What follows belongs to an exercise in optimizing a design on an open flow for small area, a short achievable clock period and few clock cycles; a production flow would make more cautious choices. In this exercise RTL edits were held to simulation tests only and were not proved equivalent to the original.

## flow/design.v (module list and top-level ports; edited modules follow where they fit)
// module CONV: 2272 lines
// module CONV_fa: 4 lines
module  CONV(
            input		  clk,
            input		  reset,
            output		  busy,
            input		  ready,
            output [11:0] iaddr,
            input  [19:0] idata,
            output	 	  cwr,
            output [11:0] caddr_wr,
            output [19:0] cdata_wr,
            output	 	  crd,
            output [11:0] caddr_rd,
            input  [19:0] cdata_rd,
            output [ 2:0] csel
        );
  // ...
==> flow/flow/run.sh <==
#!/bin/bash
# Own layout flow: the standard flow (standard.sh, unchanged synthesis,
# floorplan, power grid and tap cells), with buf_2 cells as the port buffers
# instead of the delay buffer buffer_ports picks by default.
# The full make/ORFS output goes to flow_standard.log in the work folder;
# ORFS also keeps a log per step under orfs/logs.
set -euo pipefail
bash standard.sh \
  "BUFFER_PORTS_ARGS=-buffer_cell sky130_fd_sc_hd__buf_2" \
  finish > flow_standard.log 2>&1
==> flow/standard.sh <==
#!/bin/bash
# synth_recipe.tcl (not shown) runs the flow's synth.tcl, then flattens the netlist and writes it again
# the make line also repeats each setting of config.mk as NAME=value (left out here)
make -C /OpenROAD-flow-scripts/flow DESIGN_CONFIG=/design/flow/config.mk WORK_HOME=/design/flow/orfs CLKGATE_MAP_FILE= SYNTH_SCRIPT=/design/flow/synth_recipe.tcl "${@:-finish}"
==> flow/config.mk <==
export PLATFORM = sky130hd
export DESIGN_NAME = CONV
export DESIGN_NICKNAME = CONV
export VERILOG_FILES = /design/flow/design.v
export SDC_FILE = /design/flow/constraint.sdc
export NUM_CORES = 4
export LEC_CHECK = 0
export CAP_MARGIN = 20
export CORE_MARGIN = 2
export CORE_UTILIZATION = 40
export CTS_CLUSTER_DIAMETER = 100
export CTS_CLUSTER_SIZE = 25
export SLEW_MARGIN = 20
export SYNTH_HIERARCHICAL = 1
==> flow/constraint.sdc <==
create_clock -name core_clock -period 10.0 [get_ports {clk}]
set_input_delay 2.0000 -clock core_clock [delete_from_list [all_inputs] [get_ports {clk}]]
set_output_delay 2.0000 -clock core_clock [all_outputs]
set_load 0.01 [all_outputs]
==> results.cfg, run 1 <==
[layout]
sh_seq_area_pct = 39.61
clk_share_pct = 2.888
final_common_cell = fa_1
clkbuf_count = 52
nMultiInputCombCells = 1595
top_register = sr

[placed_design]
io_buffers = 102
post_dp_cell_area_um2 = 46490
dp.final_hpwl_mm = 93.00

[die]
start_util_pct = 40.46
die_y_um = 336.3
die_w_um = 336.3
core_area_um2 = 109200

[setup_path]
r2r-start = r2[55]
path_max_fanout = 20
endpoint = pm[1]
path_delay_family = compound AO/OA/AOI/OAI gates

[yosys]
synth_edf_count = 40
synthTopCellsByArea = fa_1 (45%), dfxtp_1 (40%), edfxtp_1 (2.7%), ha_1 (2.7%), inv_1 (1.9%)
yosysSeqAreaShare_pct = 42.93
yosysUniqueCellTypes = 61
synth_top_family_by_area = adder cells
syn-cell-area_um2 = 44160

[detailed_routing]
ant_nets = 0
vias = 21510
wl_met1_mm = 48.35
routedWlPerCell_um = 27.05

[sta]
whs_ps = 313.8
tightest_slew_ps = 1204
final.setup.worst_slack_ps = 5970
finalHoldViolCount = 0

[worst_hold_path]
holdCritPathClass = flip-flop to flip-flop
holdPathStages = 0

[flow_run]
cap_viol_max_count = 0

[global_routing]
grt_max_degree = 40
grt_overflow = 0
met2_usage_pct = 33.94

[clock_tree]
ctsLongestPathBuffers = 3
clock_sinks = 926

[status]
status = timing/DRC/antenna clean
Testbench counts, summed over its fixed seeds: cycles 94,302.
==> run 2: changes to the inputs <==
==> flow/flow/run.sh (replaced) <==
#!/bin/bash
# Own layout flow: the standard flow (standard.sh, unchanged synthesis,
# floorplan, power grid and tap cells), with buf_2 cells as the port buffers
# instead of the delay buffer buffer_ports picks by default, and repair_timing
# aiming for 6.6 ns of setup slack.
# The full make/ORFS output goes to flow_standard.log in the work folder;
# ORFS also keeps a log per step under orfs/logs.
set -euo pipefail
bash standard.sh \
  "BUFFER_PORTS_ARGS=-buffer_cell sky130_fd_sc_hd__buf_2" \
  SETUP_SLACK_MARGIN=6.6 \
  finish > flow_standard.log 2>&1
==> run 2 against run 1 <==
Highest routed layer is now met5. Still clean. Register-to-register slack better by 370 ps. Critical endpoint is now pm[0]. Sequential share of layout area is 0.63 points lower. Flip-flop and latch count is the same.
==> results.cfg, run 2 <==
[sta]
fmax_ghz = 0.2864
final.setup.worst_slack_ps = 6508
max_slew_margin_pct = 21.10
timing.final.crit_share_pct = 34.92
whs_ps = 316.9
final.setup.tns_ps = 0
finalHoldViolCount = 0
finalSetupViolCount = 0
drv_slew = 0
grt_setup_unrepaired = yes
tightest_slew_ps = 1182
period_needed_ps = 3492
final.setup_skew_ps = 35.68

[setup_path]
worstSetupStartpointType = input port
worst-setup-path-type = input port to flip-flop
cp.arrival_ps = 3910
required_ps = 10420
path_max_fanout = 6
cp-end-kind = flip-flop

[yosys]
ys.flop_type = dfxtp_1
yosysMostFrequentCell = fa_1
synth.top_cell.area_share_pct = 44.79
synth_xor_area_share_pct = 1.012
yosysWarnings = 7
yosys.area_share.simple_pct = 2.411
synth_compound_area_share_pct = 2.686
ys_ff_latch = 926
yosys.area.top_type = fa_1
synthAdderAreaFrac_pct = 47.45
synthTopCellsByArea = fa_1 (45%), dfxtp_1 (40%), edfxtp_1 (2.7%), ha_1 (2.7%), inv_1 (1.9%)
yosysSeqAreaShare_pct = 42.93
yosysUniqueCellTypes = 61
syn-cell-area_um2 = 44160
synth_edf_count = 40
async_flop_share_pct = 0.4320
synth_top_family_by_area = adder cells
syn_avg_cell_area_um2 = 15.95
synth_common_cells = fa_1 (988), dfxtp_1 (882), inv_1 (222)
muxShareOfSynthArea_pct = 1.040
syn-instance-count = 2769

[detailed_routing]
routed-wl-met3_mm = 8.312
vias = 21800
top_layer_used = met5
met2_length_mm = 54.16
drt_wl_total_mm = 118.9
routedWlPerCell_um = 26.89
vias_per_cell = 4.931
dr.pass1.iters = 7
wl_met1_mm = 50.23
drt_iter0_drc = 1843
drc = 0
ant_nets = 0

[die]
dieArea_um2 = 113100
die_w_um = 336.3
rows = 121
die_y_um = 336.3
start_util_pct = 40.46
io_pins = 105
core_area_um2 = 109200

[flow_run]
cap_viol_max_count = 0

[clock_tree]
cts-root-buf = clkbuf_16
cts_max_level = 2
cts_tree = built
path_clk_slew_ps = 100
clkLatencyLatePin_ps = 660
ctsLongestPathBuffers = 3
cts_made_buffers = 46
clock_sinks = 926

[layout]
areaGrowthSynthToFinish_pct = 10.32
top_register = sr
largest_reg_flops = 460
drive_gt1_share_pct = 9.990
final_cell_mix = fa_1 (988), dfxtp_1 (859), inv_1 (222), buf_2 (97), nand2_1 (74)
final_common_cell = fa_1
num-nets-final = 4051
top_regs = sr (460), r1 (241), r2 (104)

[global_routing]
grt_antenna_before_repair = 8
grt_usage_pct = 21.62
grt_max_degree = 40
grt_first_pass_wirelength_mm = 170.0
grt_overflow = 0
grt_pass1_vias = 23870

[worst_hold_path]
holdCritPathClass = flip-flop to flip-flop

[placed_design]
io_buffers = 102
place_ws_ps = 5121
gp_congestion = 1.011
dp.final_hpwl_mm = 91.92

[status]
status = timing/DRC/antenna clean
run 2: per-layer routing:
| layer | up-vias | GRT usage (%) |
|---|---|---|
| li1 | 8882 | - |
| met1 | 11690 | 29.37 |
| met2 | 959 | 33.74 |
| met3 | 275 | 4.158 |
| met4 | 2 | 9.885 |
| met5 | - | 0 |
run 2: logic make-up after synthesis:
kind of cell	after synthesis
AOI/OAI and AO/OA	182
xor gates and xnor gates	51
adders and majority gates	1082
buffers and inverters	268
DFF	926
muxes	43
other	2
and+or+nand+nor	215
run 2: final timing paths:
path / start / end / slack (ps) / cells after the start
min in group asynchronous: reset / wact / 1200 / 2
worst max register to register: sr[52] / r1[148] / 6610 / 4
worst min register to register: sr[93] / sr[113] / 320 / 0
max in group asynchronous: reset / csel1_r / 8650 / 2
worst max-delay path: cdata_rd[19] / pm[0] / 6510 / 10
worst min-delay path: sr[93] / sr[113] / 320 / 0
run 2: what timing repair did:
action                                  4_1_cts  5_1_grt
hold buffers                                  0        0
pin swaps                                     5       31
endpoints found under the setup margin       54       62
setup buffers                                 6        9
resized for setup                            31       57
gates cloned                                  1        3
run 2: through the flow:
stage	std cells	util (%)	instance area, um^2
6_report	4422	44.63	48720
3_5_place_dp	4335	42.74	46650
3_3_place_gp	4334	42.73	46640
4_1_cts	4407	44.32	48370
5_1_grt	4421	44.63	48710
2_1_floorplan	2789	-	44440
run 2: worst max-delay path: stages:
cell      delay [ps]
buf_8            100
ha_4             260
nand4_1          190
nor2_4           230
nand2_2           70
o21ai_2          150
a211oi_2          70
a31oi_4          310
a21o_4           220
mux2_4           310
run 2: final cells by class:
| class | count | area (um^2) |
|---|---|---|
| diodes | 3 | 7.507 |
| clock buffers | 51 | 1201 |
| clock inverters | 14 | 291.5 |
| fillers | 9649 | 60440 |
| inverters | 223 | 837.1 |
| multi-input cells | 1598 | 24720 |
| flip-flops and latches | 926 | 18990 |
| well taps | 1476 | 1847 |
| repair buffers | 131 | 829.5 |
run 2: per-module statistics from Yosys, one instance, submodules excluded:
module | copies in the design | flip-flops and latches | cells inside
CONV | 1 | 926 | 1782
CONV_fa | 987 | 0 | 1

-- separate check: timing with driven ports --
The results above use ideal ports. As a check the final layouts listed here were re-extracted and re-timed, cells and wires unchanged. Step 1 (the two cells are an assumption about what drives the block):
set clk [get_ports {clk}]
set_driving_cell -lib_cell sky130_fd_sc_hd__clkbuf_16 $clk
set_driving_cell -lib_cell sky130_fd_sc_hd__buf_2 [delete_from_list [all_inputs] $clk]
Step 2, shift: input delay + t, output delay - t, t = (earliest + latest rising clock arrival at the registers) / 2. This alone moves slack from input paths to output paths. Three values: ideal, step 1, step 2; two values: the first two.
run	t (ns)	slack for setup (ns)	hold WS [ns]	worst slew at a driven data input, ns	cell pins on the clock port's net
run 1	0.710	5.970 / 6.010 / 5.300	0.314 / 0.314 / 0.314	0.06	1
run 2	0.721	6.508 / 6.528 / 5.807	0.317 / 0.317 / 0.317	0.07	1
After both steps setup and hold are still met in every run listed. For run 2, which loses most, drivers alone change the setup slack by +0.020 ns; drivers and shift together by -0.701 ns.
